Background: an optimization exercise with open tools, aiming at small area and a short achievable clock period. Do not read the settings as production practice.
Where RTL was checked, it was by simulation tests only, not by an equivalence proof against the original.
Power is estimated from default activity; no workload was simulated.

== v6 ==
// folding_2
module folding_2(Xn,Yn,a,b,clk,switch,rst);
input [15:0] Xn,a,b;
input clk,switch,rst;
output reg [15:0] Yn;
reg ph;                   
reg phn;                  
reg rq;                   
reg [7:0] bone, btwo, bneg;    
reg [15:0] yo;            
reg [15:0] h2, h3, h4;    
reg [15:0] as_, ac;       
reg [15:0] xr;            
wire sh = phn | rq;       
genvar gk, gi;
wire [255:0] bpn;         
wire [7:0] negn = ~bneg;
wire [15:0] cn = rst ? 16'd0 : (switch ? b : a);    
wire [16:0] ce = {cn, 1'b0};
wire [7:0] eone, etwo, eneg;
generate for (gk = 0; gk < 8; gk = gk + 1) begin : g_bo
  assign eone[gk] = ce[2*gk+1] ^ ce[2*gk];
  assign etwo[gk] = (ce[2*gk+2] & ~ce[2*gk+1] & ~ce[2*gk]) | (~ce[2*gk+2] & ce[2*gk+1] & ce[2*gk]);
  assign eneg[gk] = ce[2*gk+2];
  bpp0 q0 (yo[0], bone[gk], bneg[gk], bpn[gk*16]);
  for (gi = 1; gi < 16 - 2*gk; gi = gi + 1) begin : g_bpi
    bpp q (yo[gi], yo[gi-1], bone[gk], btwo[gk], bneg[gk], bpn[gk*16 + gi]);
  end
end endgenerate
wire [15:0] asg = ~(as_ & {16{ph}});    
wire [15:0] acg = ~(ac & {16{ph}});
wire [15:0] tsn, tcn, ysum;
wire s1, k2;
wire s3, k4;
wire s5, k6;
wire s7, k8;
wire s9, k10;
wire s11, k12;
wire s13, k14;
wire s15, k16;
wire s17, k18;
wire s19, k20;
wire s21, k22;
wire s23, k24;
wire s25, k26;
  ...
Size: roughly 650 cells after synthesis, ~150 flip-flops, roughly 0.0086 mm2 of cells after synthesis.
clock: 8.0 ns
lec_check: 0
abc_clock_period_in_ps: 3000
cap_margin: 20
core_margin: 2
core_utilization: 40
cts_buf_list: sky130_fd_sc_hd__clkbuf_4 sky130_fd_sc_hd__clkbuf_8
setup_slack_margin: 5
slew_margin: 20
synth_hierarchical: 1
synth_minimum_keep_size: 0
standard.sh (not shown) runs the stock make flow with config.mk's settings and CLKGATE_MAP_FILE= SYNTH_SCRIPT=/design/flow/synth_recipe.tcl, a recipe that flattens the netlist after the stock synthesis.
==> flow/flow/run.sh <==
#!/bin/bash
# Own flow: the standard ORFS flow (standard.sh) with two changes:
#  - ports are buffered with sky130_fd_sc_hd__buf_1 (the resizer upsizes them where timing needs it)
#  - CTS uses clkbuf_4/clkbuf_8 and inserts no dummy loads
# Every tool's output goes to standard.log in the work folder (ORFS also keeps its own logs in orfs/logs).
set -euo pipefail
export BUFFER_PORTS_ARGS="-buffer_cell sky130_fd_sc_hd__buf_1"
export CTS_ARGS="-sink_clustering_enable -repair_clock_nets -dont_use_dummy_load -buf_list {sky130_fd_sc_hd__clkbuf_4 sky130_fd_sc_hd__clkbuf_8}"
bash standard.sh > standard.log 2>&1
### v6 -> v7
--- a/flow/design.v
+++ b/flow/design.v
@@ -84,41 +84,41 @@
 wire s105, k106;
 wire s107, k108;
 wire s109, k110;
 wire s111, k112;
 wire s113, k114;
 wire s115, k116;
 wire s117, k118;
 wire s119, k120;
 wire s121, k122;
 wire s123, k124;
 wire s125, k126;
 wire s127, k128;
-wire x129 = ~(asg[15] ^ acg[15]);
-wire x130 = ~(x129 ^ bpn[15]);
-wire x131 = ~(bpn[29] ^ bpn[43]);
-wire x132 = ~(bpn[57] ^ bpn[71]);
-wire x133 = ~(bpn[85] ^ bpn[99]);
-wire x134 = ~(bpn[113] ^ k114);
-wire x135 = ~(x130 ^ x131);
-wire x136 = ~(x132 ^ x133);
-wire x137 = ~(x134 ^ k116);
-wire x138 = ~(k118 ^ x135);
-wire x139 = ~(x136 ^ x137);
-wire x140 = ~(k120 ^ x138);
-wire x141 = ~(k122 ^ x139);
-wire x142 = ~(x140 ^ x141);
-wire x143 = ~(k124 ^ x142);
-wire x144 = ~(k126 ^ x143);
-wire x145 = ~(x144 ^ k128);
+wire x129;
+wire x130;
+wire x131;
+wire x132;
+wire x133;
+wire x134;
+wire x135;
+wire x136;
+wire x137;
+wire x138;
+wire x139;
+wire x140;
+wire x141;
+wire x142;
+wire x143;
+wire x144;
+wire x145;
 fa u0 (negn[0], asg[0], acg[0], s1, k2);
 fa u1 (asg[1], acg[1], bpn[1], s3, k4);
 fa u2 (negn[1], asg[2], acg[2], s5, k6);
 fa u3 (bpn[2], bpn[16], s5, s7, k8);
 fa u4 (asg[3], acg[3], bpn[3], s9, k10);
 fa u5 (bpn[17], k6, s9, s11, k12);
 fa u6 (negn[2], asg[4], acg[4], s13, k14);
 fa u7 (bpn[4], bpn[18], bpn[32], s15, k16);
 fa u8 (s13, k10, s15, s17, k18);
 fa u9 (asg[5], acg[5], bpn[5], s19, k20);
 fa u10 (bpn[19], bpn[33], k14, s21, k22);
 fa u11 (k16, s19, s21, s23, k24);
@@ -165,24 +165,41 @@
 fa u52 (k86, k88, k90, s105, k106);
 fa u53 (s99, s101, s103, s107, k108);
 fa u54 (k92, k94, s105, s109, k110);
 fa u55 (s107, k96, s109, s111, k112);
 fa u56 (negn[7], asg[14], acg[14], s113, k114);
 fa u57 (bpn[14], bpn[28], bpn[42], s115, k116);
 fa u58 (bpn[56], bpn[70], bpn[84], s117, k118);
 fa u59 (bpn[98], bpn[112], s113, s119, k120);
 fa u60 (k100, k102, k104, s121, k122);
 fa u61 (s115, s117, s119, s123, k124);
 fa u62 (k106, k108, s121, s125, k126);
 fa u63 (s123, k110, s125, s127, k128);
+xnr z0 (asg[15], acg[15], x129);
+xnr z1 (x129, bpn[15], x130);
+xnr z2 (bpn[29], bpn[43], x131);
+xnr z3 (bpn[57], bpn[71], x132);
+xnr z4 (bpn[85], bpn[99], x133);
+xnr z5 (bpn[113], k114, x134);
+xnr z6 (x130, x131, x135);
+xnr z7 (x132, x133, x136);
+xnr z8 (x134, k116, x137);
+xnr z9 (k118, x135, x138);
+xnr z10 (x136, x137, x139);
+xnr z11 (k120, x138, x140);
+xnr z12 (k122, x139, x141);
+xnr z13 (x140, x141, x142);
+xnr z14 (k124, x142, x143);
+xnr z15 (k126, x143, x144);
+xnr z16 (x144, k128, x145);
 assign tsn = {x145, k112, k98, k84, k72, k60, k50, k40, k32, k24, k18, k12, k8, k4, k2, bpn[0]};
 assign tcn = {1'b1, s127, s111, s97, s83, s71, s59, s49, s39, s31, s23, s17, s11, s7, s3, s1};
 cpa u_cpa (as_, ac, xr, ysum);
 always @(posedge clk) begin
   ph <= ~switch;
   phn <= switch;
   rq <= rst;
   bone <= eone;
   btwo <= etwo;
   bneg <= eneg;
   yo <= sh ? h2 : h4;
   as_ <= ~tsn;
@@ -193,24 +210,29 @@
     h2 <= Yn;
     h3 <= h2;
     h4 <= h3;
   end
 end
 endmodule
 module fa (a, b, c, s, co);
 input a, b, c;
 output s, co;
 assign s = a ^ b ^ c;
 assign co = (a & b) | (a & c) | (b & c);
 endmodule
+module xnr (an, bn, sn);
+input an, bn;
+output sn;
+assign sn = ~(an ^ bn);
+endmodule
 module bpp (y1, y0, one, two, neg, pn);
 input y1, y0, one, two, neg;
 output pn;
 assign pn = ~(((y1 & one) | (y0 & two)) ^ neg);
 endmodule
 module bpp0 (y1, one, neg, pn);
 input y1, one, neg;
 output pn;
 assign pn = ~((y1 & one) ^ neg);
 endmodule
 module cpa (s, c, x, y);
 input [15:0] s, c, x;
Results
- Summary — part of the power in combinational logic, v7 relative to v6: lower, by 0.5 points.
- v7 against v6: global-route wire length before repair down about 0.75%; post-detailed-placement cell area now sits higher.
- Diff v6 and v7: wire length lower in v7
- v7 vs v6 — total track usage dropped 1.0 points.
The RTL of v6 was laid out without a check of its function.

-- what the ideal ports hide --
How much do the figures lean on ideal ports? The routed layouts below were timed once more, with nothing changed but the port constraints.
Step 1: set_driving_cell puts a clkbuf_16 on clk and a buf_2 on each other input, an assumption about the parent block.
Step 2 times the ports against the registers' clock, not the clock port: input delays grow and output delays shrink by t, the midpoint of the rising clock arrivals with the driver on.
Slacks: ideal / step 1 / step 2; pairs: ideal / step 1.
| run | t (ns) | slack for setup (ns) | worst setup path at the end | worst data-port slew with drivers (ns) |
|---|---|---|---|---|
| v6 | 0.491 | 4.598 / 4.598 / 4.598 | register to register | 0.03 |
| v7 | 0.481 | 5.026 / 5.026 / 4.865 | input to register | 0.03 |
After both steps every run listed still meets setup and hold. For v7, which loses most, drivers alone change the setup slack by 0.000 ns; drivers and shift together by -0.161 ns.
